Background: an optimization exercise with open tools, aiming at small area, a short achievable clock period and few clock cycles per item. Do not read the settings as production practice. At most, simulation tests tie the RTL to the original design; equivalence was not proved.

## the reference run
==> module cordic_core, before the edit <==
module cordic_core (
    input  wire        clk,
    input  wire        rst,
    input  wire        start,
    input  wire [15:0] angle,
    output wire [15:0] sin_out,
    output wire [15:0] cos_out,
    output reg         busy
);
    reg  [15:0] u, v;        
    reg  [12:0] z;           
    reg  [3:0]  j;           
    reg  [3:0]  ju;          
    reg         pu, pv;      
    reg         lpu, lpv;    
    assign sin_out = u;
    assign cos_out = v;
    wire acc = start & ~busy;
    wire [13:0] th = angle[13:0];
    wire        d1 = th[13];
    wire        d2 = d1 ? (th >= 14'd13028) : (th >= 14'd3356);
    reg  [15:0] x3, y3;
    reg  [12:0] c3;          
    always @(*) begin
        case ({d1, d2})
            2'b00: begin x3 = 16'd16170; y3 = 16'd1245;  c3 = 13'd801;  end
            2'b01: begin x3 = 16'd13682; y3 = 16'd8707;  c3 = 13'd5911; end
            2'b10: begin x3 = 16'd8707;  y3 = 16'd13682; c3 = 13'd2281; end
            default: begin x3 = 16'd1245; y3 = 16'd16170; c3 = 13'd7391; end
        endcase
    end
    wire [15:0] uini = (angle[14] ? x3 : y3) ^ {16{angle[15]}};
    wire [15:0] vini = (angle[14] ? y3 : x3) ^ {16{angle[15] ^ angle[14]}};
    wire [12:0] at =
        (j == 4'd0)  ? 13'd1297 :
        (j == 4'd1)  ? 13'd651 :
        (j == 4'd2)  ? 13'd326 :
        (j == 4'd3)  ? 13'd163 :
        (j == 4'd4)  ? 13'd81 :
        (j == 4'd5)  ? 13'd41 :
        (j == 4'd6)  ? 13'd20 :
        (j == 4'd7)  ? 13'd10 :
        (j == 4'd8)  ? 13'd5 :
        (j == 4'd9)  ? 13'd3 :
        (j == 4'd10) ? 13'd1 :
        (j == 4'd11) ? 13'd1 : 13'd0;
    wire        d    = ~z[12];                  
    wire        zsub = ~busy | d;
    wire [12:0] za   = busy ? z : angle[12:0];
    wire [12:0] zb   = (busy ? at : c3) ^ {13{zsub}};
    wire [12:0] znxt;
    zadd ZADD (.a(za), .b(zb), .c(zsub), .y(znxt));
    wire        subu = d ^ ~pv;
    wire        subv = d ^ pu;
    wire        mu   = busy ? ~d : v[15];
    wire        mv   = busy ? d : u[15];
    wire        fixu = lpu & subu;
    wire        fixv = lpv & subv;
    wire        ciu  = busy & (subu ^ lpu);
    wire        civ  = busy & (subv ^ lpv);
    wire        fu   = fixu ? ~d : v[15];
    wire        fv   = fixv ? d : u[15];
    wire [12:0] sv1 = j[0] ? {fu, v[15:4]} : v[15:3];
    wire [12:0] sv2 = j[1] ? {{2{fu}}, sv1[12:2]} : sv1;
    wire [12:0] sv3 = j[2] ? {{4{fu}}, sv2[12:4]} : sv2;
    wire [12:0] sv4 = j[3] ? {{8{fu}}, sv3[12:8]} : sv3;
    wire [12:0] su1 = ju[0] ? {fv, u[15:4]} : u[15:3];
    wire [12:0] su2 = ju[1] ? {{2{fv}}, su1[12:2]} : su1;
    wire [12:0] su3 = ju[2] ? {{4{fv}}, su2[12:4]} : su2;
    wire [12:0] su4 = ju[3] ? {{8{fv}}, su3[12:8]} : su3;
    wire [15:0] opu = ({{3{fu}}, sv4} ^ {16{mu}}) ^ {14'd0, fixu, 1'b0};
    wire [15:0] opv = ({{3{fv}}, su4} ^ {16{mv}}) ^ {14'd0, fixv, 1'b0};
    wire [15:0] unxt, vnxt;
    uvadd UADD (.a(u), .b(opu), .c(ciu), .y(unxt));
    uvadd VADD (.a(v), .b(opv), .c(civ), .y(vnxt));
    wire lastn = busy & (j == 4'd10);           
    always @(posedge clk or posedge rst) begin
        if (rst)
            busy <= 1'b0;
        else
            busy <= acc | (busy & (j != 4'd11));
    end
    always @(posedge clk) begin
        j   <= busy ? j + 4'd1 : (acc ? 4'd0 : 4'd12);
        ju  <= busy ? ju + 4'd1 : (acc ? 4'd0 : 4'd12);
        lpu <= lastn & pu;
        lpv <= lastn & pv;
        z   <= znxt;
        if (!busy) begin
            pu <= angle[15];
            pv <= angle[15] ^ angle[14];
        end
        u <= acc ? uini : unxt;
        v <= acc ? vini : vnxt;
    end
endmodule
Settings: LEC_CHECK=0, ABC_AREA=1, CAP_MARGIN=20, CORE_MARGIN=2, CORE_UTILIZATION=40, CTS_BUF_LIST=sky130_fd_sc_hd__clkbuf_8, SETUP_SLACK_MARGIN=1.5, SLEW_MARGIN=20; clock period 5.0 ns.
standard.sh (not shown) runs the stock make flow with config.mk's settings and CLKGATE_MAP_FILE= SYNTH_SCRIPT=/design/flow/synth_recipe.tcl, a recipe that flattens the netlist after the stock synthesis.
==> flow/flow/run.sh <==
#!/bin/bash
set -o pipefail
export BUFFER_PORTS_ARGS="-buffer_cell sky130_fd_sc_hd__buf_1"
cat standard.sh > standard.sh.copy.log
bash standard.sh > standard.log 2>&1
Testbench counts of the reference run, summed over its fixed seeds: cycles 62,408, items 4,800.
[inputs] the trial run vs the reference run
diff --git a/flow/design.v b/flow/design.v
--- a/flow/design.v
+++ b/flow/design.v
@@ -8,13 +8,16 @@
     output reg         busy
 );
     reg  [15:0] u, v;        
     reg  [12:0] z;           
     reg  [3:0]  j;           
-    reg  [3:0]  ju;          
     reg         pu, pv;      
     reg         lpu, lpv;    
+    reg         nu;          
+    reg         dv;          
+    reg         cu0, cu1;    
+    reg         cv0, cv1;    
     assign sin_out = u;
     assign cos_out = v;
     wire acc = start & ~busy;
     wire [13:0] th = angle[13:0];
     wire        d1 = th[13];
@@ -48,52 +51,61 @@
     wire        zsub = ~busy | d;
     wire [12:0] za   = busy ? z : angle[12:0];
     wire [12:0] zb   = (busy ? at : c3) ^ {13{zsub}};
     wire [12:0] znxt;
     zadd ZADD (.a(za), .b(zb), .c(zsub), .y(znxt));
-    wire        subu = d ^ ~pv;
-    wire        subv = d ^ pu;
-    wire        mu   = busy ? ~d : v[15];
-    wire        mv   = busy ? d : u[15];
+    wire        subu = nu ^ pv;
+    wire        subv = dv ^ pu;
+    wire        mu   = nu;
+    wire        mv   = dv;
     wire        fixu = lpu & subu;
     wire        fixv = lpv & subv;
-    wire        ciu  = busy & (subu ^ lpu);
-    wire        civ  = busy & (subv ^ lpv);
-    wire        fu   = fixu ? ~d : v[15];
-    wire        fv   = fixv ? d : u[15];
+    wire        ciu  = nu ? cu1 : cu0;          
+    wire        civ  = dv ? cv1 : cv0;          
+    wire        fu   = (~busy | fixu) ? mu : v[15];
+    wire        fv   = (~busy | fixv) ? mv : u[15];
     wire [12:0] sv1 = j[0] ? {fu, v[15:4]} : v[15:3];
     wire [12:0] sv2 = j[1] ? {{2{fu}}, sv1[12:2]} : sv1;
     wire [12:0] sv3 = j[2] ? {{4{fu}}, sv2[12:4]} : sv2;
     wire [12:0] sv4 = j[3] ? {{8{fu}}, sv3[12:8]} : sv3;
-    wire [12:0] su1 = ju[0] ? {fv, u[15:4]} : u[15:3];
-    wire [12:0] su2 = ju[1] ? {{2{fv}}, su1[12:2]} : su1;
-    wire [12:0] su3 = ju[2] ? {{4{fv}}, su2[12:4]} : su2;
-    wire [12:0] su4 = ju[3] ? {{8{fv}}, su3[12:8]} : su3;
+    wire [12:0] su1 = j[0] ? {fv, u[15:4]} : u[15:3];
+    wire [12:0] su2 = j[1] ? {{2{fv}}, su1[12:2]} : su1;
+    wire [12:0] su3 = j[2] ? {{4{fv}}, su2[12:4]} : su2;
+    wire [12:0] su4 = j[3] ? {{8{fv}}, su3[12:8]} : su3;
     wire [15:0] opu = ({{3{fu}}, sv4} ^ {16{mu}}) ^ {14'd0, fixu, 1'b0};
     wire [15:0] opv = ({{3{fv}}, su4} ^ {16{mv}}) ^ {14'd0, fixv, 1'b0};
     wire [15:0] unxt, vnxt;
     uvadd UADD (.a(u), .b(opu), .c(ciu), .y(unxt));
     uvadd VADD (.a(v), .b(opv), .c(civ), .y(vnxt));
     wire lastn = busy & (j == 4'd10);           
+    wire busyn = acc | (busy & (j != 4'd11));
+    wire pun   = busy ? pu : angle[15];
+    wire pvn   = busy ? pv : angle[15] ^ angle[14];
+    wire ku    = pvn ^ (lastn & pun);            
+    wire kv    = pun ^ (lastn & pvn);            
+    wire [3:0] jn = busy ? ((j == 4'd11) ? 4'd13 : j + 4'd1) : (acc ? 4'd0 : 4'd13);
     always @(posedge clk or posedge rst) begin
         if (rst)
             busy <= 1'b0;
         else
-            busy <= acc | (busy & (j != 4'd11));
+            busy <= busyn;
     end
     always @(posedge clk) begin
-        j   <= busy ? j + 4'd1 : (acc ? 4'd0 : 4'd12);
-        ju  <= busy ? ju + 4'd1 : (acc ? 4'd0 : 4'd12);
-        lpu <= lastn & pu;
-        lpv <= lastn & pv;
+        j   <= jn;
+        lpu <= lastn & pun;
+        lpv <= lastn & pvn;
+        pu  <= pun;
+        pv  <= pvn;
         z   <= znxt;
-        if (!busy) begin
-            pu <= angle[15];
-            pv <= angle[15] ^ angle[14];
-        end
-        u <= acc ? uini : unxt;
-        v <= acc ? vini : vnxt;
+        nu  <= busyn & znxt[12];
+        dv  <= ~znxt[12];
+        cu0 <= busyn & ku;
+        cu1 <= busyn & ~ku;
+        cv0 <= busyn & kv;
+        cv1 <= busyn & ~kv;
+        u   <= acc ? uini : unxt;
+        v   <= acc ? vini : vnxt;
     end
 endmodule
 module uvadd(input [15:0] a, input [15:0] b, input c, output [15:0] y);
   assign y = a + b + {15'd0, c};
 endmodule
[summary]
The reference run: all stages complete, timing, DRC and antenna checks passed
The trial run finished every stage and its layout cleared the timing, DRC and antenna checks.
met2 layer wire length in the routed design ended up about 0.9% lower on the trial run than on the reference run.
Higher flip-flop and latch count among the trial run and the reference run: the trial run
The reference run -> the trial run: post-synthesis area per instance decreased by a few percent
The trial run against the reference run; total of plain and repair buffers excluding clock buffers is down slightly.
The global-route usage of the trial run is higher than that of the reference run.
Cmp the trial run vs the reference run: number of fill cells higher in the trial run
The trial run ends up with a xor/xnor share of the synthesized area that is 3.1 points lower than in the reference run.
Per the comparison of the trial run with the reference run, cell count of the worst reg-to-reg path went down; first-pass iteration count of the detailed router saw a decrease; register bit total from synthesis has increased.
No functional check of the RTL was part of the trial run.

afterwards: timing with drivers on the ports:
No port has a modelled driver above. Below, the same layouts with a new extraction and two added sets of constraints. Step 1, drivers: a clkbuf_16 drives clk and a buf_2 each remaining input, both assumed. Step 2 times the ports against the registers' clock, not the clock port: input delays grow and output delays shrink by t, the midpoint of the rising clock arrivals with the driver on. a / b / c = ideal ports / drivers / drivers and shift; a / b = the first two.
run	t (ns)	setup WS [ns]	slew at the worst register clock pin (ns)	pins driven straight from the clock port
the reference run	0.393	1.670 / 1.670 / 1.375	0.07 / 0.07	1
the trial run	0.410	1.701 / 1.721 / 1.310	0.08 / 0.08	1
After both steps setup and hold are still met in every run listed. The setup slack of the trial run, which loses most, moves by +0.020 ns with the drivers and by -0.391 ns with both steps.
